This is an optimization exercise on Yosys and OpenROAD, whose aim is small area, not a production implementation. RTL that was checked went through simulation tests only; none was proved equivalent to the original. Power and IR drop assume default switching activity.

indigo:
## PSX_DDR_Interface
module PSX_DDR_Interface(
  input i_clk,
  input i_rst,
  input i_command,
  input i_writeElseRead,
  input [1:0] i_commandSize,
  input [14:0] i_targetAddr,
  input [2:0] i_subAddr,
  input [15:0] i_writeMask,
  input [255:0] i_dataClient,
  output wire o_busyClient,
  output reg o_dataValidClient,
  output reg [255:0] o_dataClient,
  input i_busyMem,
  input i_dataValidMem,
  input [31:0] i_dataMem,
  output wire o_writeEnableMem,
  output wire o_readEnableMem,
  output wire [7:0] o_burstLength,
  output wire [31:0] o_dataMem,
  output wire [25:0] o_targetAddr,
  output wire [3:0] o_byteEnableMem
);
Size: roughly 280 flip-flops, ~660 I/O pins.
==> module PSX_DDR_Interface, before the edit <==
module PSX_DDR_Interface(
  input i_clk,
  input i_rst,
  input i_command,
  input i_writeElseRead,
  input [1:0] i_commandSize,
  input [14:0] i_targetAddr,
  input [2:0] i_subAddr,
  input [15:0] i_writeMask,
  input [255:0] i_dataClient,
  output wire o_busyClient,
  output reg o_dataValidClient,
  output reg [255:0] o_dataClient,
  input i_busyMem,
  input i_dataValidMem,
  input [31:0] i_dataMem,
  output wire o_writeEnableMem,
  output wire o_readEnableMem,
  output wire [7:0] o_burstLength,
  output wire [31:0] o_dataMem,
  output wire [25:0] o_targetAddr,
  output wire [3:0] o_byteEnableMem
);
localparam WAIT_STATE         = 2'b00;
localparam WRITE_STATE        = 2'b01;
localparam READ_REQUEST_STATE = 2'b10;
localparam READ_STATE         = 2'b11;
reg [1:0]  rwState;
reg [2:0]  burstCounter;
reg        sizeBig;
reg        sizeLong;
reg [17:0] targetAddr;
wire started = ~sizeBig | sizeLong;
wire [2:0] beatMask = {sizeBig, sizeBig, sizeLong};
wire lastBeat = &(burstCounter | ~beatMask);
wire inWait  = (rwState == WAIT_STATE);
wire inWrite = (rwState == WRITE_STATE);
wire inRead  = (rwState == READ_STATE);
wire take = inWait & i_command & (started | (i_targetAddr == 15'h0));
wire advance = (inWrite & ~i_busyMem) | (inRead & i_dataValidMem);
assign o_writeEnableMem = inWrite & i_rst;
assign o_readEnableMem = (rwState == READ_REQUEST_STATE) & i_rst;
assign o_busyClient = ~inWait;
assign o_burstLength = {4'h0, sizeBig, 1'b0, sizeLong & ~sizeBig, ~sizeLong};
assign o_targetAddr = {8'h00, targetAddr};
wire [7:0] beatSel;
PSX_DDR_Interface_dec8 u_dec (.a(burstCounter), .y(beatSel));
wire [31:0] beatData;
wire [1:0]  beatMask2;
genvar b;
generate
  for (b = 0; b < 32; b = b + 1)
  begin : g_wbit
    PSX_DDR_Interface_sel8 u_sel (
      .d({i_dataClient[224+b], i_dataClient[192+b], i_dataClient[160+b], i_dataClient[128+b],
          i_dataClient[96+b], i_dataClient[64+b], i_dataClient[32+b], i_dataClient[b]}),
      .s(beatSel), .y(beatData[b]));
  end
  for (b = 0; b < 2; b = b + 1)
  begin : g_mbit
    PSX_DDR_Interface_sel8 u_sel (
      .d({i_writeMask[14+b], i_writeMask[12+b], i_writeMask[10+b], i_writeMask[8+b],
          i_writeMask[6+b], i_writeMask[4+b], i_writeMask[2+b], i_writeMask[b]}),
      .s(beatSel), .y(beatMask2[b]));
  end
endgenerate
assign o_dataMem = beatData;
assign o_byteEnableMem = {{2{beatMask2[1]}}, {2{beatMask2[0]}}};
always @(posedge i_clk or negedge i_rst)
begin
  if (!i_rst)
  begin
    rwState <= WAIT_STATE;
    burstCounter <= 3'h0;
    sizeBig <= 1'b1;
    sizeLong <= 1'b0;
    o_dataValidClient <= 1'b0;
  end
  else
  begin
    o_dataValidClient <= inRead & i_dataValidMem & lastBeat;
    if (take)
    begin
      sizeBig <= i_commandSize[1];
      sizeLong <= i_commandSize[1] | i_commandSize[0];
      rwState <= i_writeElseRead ? WRITE_STATE : READ_REQUEST_STATE;
    end
    else if (advance)
    begin
      burstCounter <= {burstCounter[2] ^ (burstCounter[1] & burstCounter[0]),
                       burstCounter[1] ^ burstCounter[0],
                       ~burstCounter[0]} & beatMask;
      if (lastBeat)
        rwState <= WAIT_STATE;
    end
    else if ((rwState == READ_REQUEST_STATE) & ~i_busyMem)
      rwState <= READ_STATE;
  end
end
always @(posedge i_clk)
begin
  if (take)
    targetAddr <= {i_targetAddr, i_subAddr};
end
genvar k;
generate
  for (k = 0; k < 7; k = k + 1)
  begin : g_slot
    always @(posedge i_clk)
    begin
      if (beatSel[k])
        o_dataClient[32*k +: 32] <= i_dataMem;
    end
  end
endgenerate
always @(posedge i_clk)
  o_dataClient[255:224] <= i_dataMem;
endmodule
==> module PSX_DDR_Interface_dec8, before the edit <==
module PSX_DDR_Interface_dec8(
  input [2:0] a,
  output [7:0] y
);
assign y = 8'h01 << a;
endmodule
export LEC_CHECK = 0
export CAP_MARGIN = 20
export CORE_AREA = 5 5 235 235
export DIE_AREA = 0 0 240 240
export PLACE_DENSITY = 0.6
export SLEW_MARGIN = 20
export SYNTH_HIERARCHICAL = 1
export SYNTH_MINIMUM_KEEP_SIZE = 0
create_clock -name core_clock -period 4.0 [get_ports {i_clk}]
standard.sh (not shown) runs the stock make flow with config.mk's settings and CLKGATE_MAP_FILE= SYNTH_SCRIPT=/design/flow/synth_recipe.tcl, a recipe that flattens the netlist after the stock synthesis.
==> flow/flow/run.sh <==
#!/bin/bash
# Standard layout, but port buffers use the smallest buffer cell and CTS uses
# small leaf clusters of clkbuf_4 and no dummy loads.
set -euo pipefail
export BUFFER_PORTS_ARGS="-buffer_cell sky130_fd_sc_hd__buf_1"
export CTS_ARGS="-sink_clustering_enable -repair_clock_nets -dont_use_dummy_load -buf_list sky130_fd_sc_hd__clkbuf_4 -sink_clustering_size 10 -sink_clustering_max_diameter 30"
bash standard.sh > standard.log 2>&1
> inputs changed (indigo -> tundra)
--- a/flow/design.v
+++ b/flow/design.v
@@ -40,14 +40,13 @@
 wire advance = (inWrite & ~i_busyMem) | (inRead & i_dataValidMem);
 assign o_writeEnableMem = inWrite & i_rst;
 assign o_readEnableMem = (rwState == READ_REQUEST_STATE) & i_rst;
 assign o_busyClient = ~inWait;
 assign o_burstLength = {4'h0, sizeBig, 1'b0, sizeLong & ~sizeBig, ~sizeLong};
 assign o_targetAddr = {8'h00, targetAddr};
-wire [7:0] beatSel;
-PSX_DDR_Interface_dec8 u_dec (.a(burstCounter), .y(beatSel));
+wire [7:0] beatSel = 8'h01 << burstCounter;
 wire [31:0] beatData;
 wire [1:0]  beatMask2;
 genvar b;
 generate
   for (b = 0; b < 32; b = b + 1)
   begin : g_wbit
@@ -84,15 +83,13 @@
       sizeBig <= i_commandSize[1];
       sizeLong <= i_commandSize[1] | i_commandSize[0];
       rwState <= i_writeElseRead ? WRITE_STATE : READ_REQUEST_STATE;
     end
     else if (advance)
     begin
-      burstCounter <= {burstCounter[2] ^ (burstCounter[1] & burstCounter[0]),
-                       burstCounter[1] ^ burstCounter[0],
-                       ~burstCounter[0]} & beatMask;
+      burstCounter <= (burstCounter + 3'h1) & beatMask;
       if (lastBeat)
         rwState <= WAIT_STATE;
     end
     else if ((rwState == READ_REQUEST_STATE) & ~i_busyMem)
       rwState <= READ_STATE;
   end
@@ -105,13 +102,13 @@
 genvar k;
 generate
   for (k = 0; k < 7; k = k + 1)
   begin : g_slot
     always @(posedge i_clk)
     begin
-      if (beatSel[k])
+      if (i_dataValidMem && beatSel[k])
         o_dataClient[32*k +: 32] <= i_dataMem;
     end
   end
 endgenerate
 always @(posedge i_clk)
   o_dataClient[255:224] <= i_dataMem;
@@ -138,12 +135,6 @@
   input [1:0] a,
   input [1:0] b,
   output y
 );
 assign y = ~|(a & b);
 endmodule
-module PSX_DDR_Interface_dec8(
-  input [2:0] a,
-  output [7:0] y
-);
-assign y = 8'h01 << a;
-endmodule
==> run summary <==
- Compared with indigo, in tundra non-clock buffer count +about 1.7%, number of CTS-inserted buffers shows a reduction of about 32%, wire length of the first global-routing pass rose about 6%, largest stage delay on the critical path went down by 0.17 ns, worst setup slack has decreased.
- Route | tundra vs indigo | wire longer in tundra
- Taking indigo as 1.0, tundra lands at 1.17 on last weighted congestion value of the routability-driven placer.
- DRC violation total after the first TritonRoute iteration for tundra: 151 up relative to indigo
- Share of the clock period used by the worst path after layout: tundra > indigo
- Comparing tundra and indigo, the lower combinational fraction of design power is on indigo.
- Compared with indigo, tundra degrades worst hold slack.
- met3 wirelength from detailed routing was lower in tundra than in indigo.
The RTL of indigo was laid out without a check of its function.

-- re-timing with driven ports --
The results above use ideal ports. As a check the final layouts listed here were re-extracted and re-timed, cells and wires unchanged. Step 1 assumes that a clkbuf_16 drives the clock port and a buf_2 every other input. Step 2 also shifts input and output timing later by t, the mid clock arrival at the registers, as if the neighbouring blocks saw the same clock. a / b / c = ideal / step 1 / step 2; a / b = the first two.
run | t (ns) | slack for setup (ns) | worst setup path at the end
indigo | 0.759 | 0.320 / 0.267 / 0.894 | input to output
tundra | 0.625 | 0.306 / 0.266 / 0.891 | register to output
After both steps every run listed still meets setup and hold.
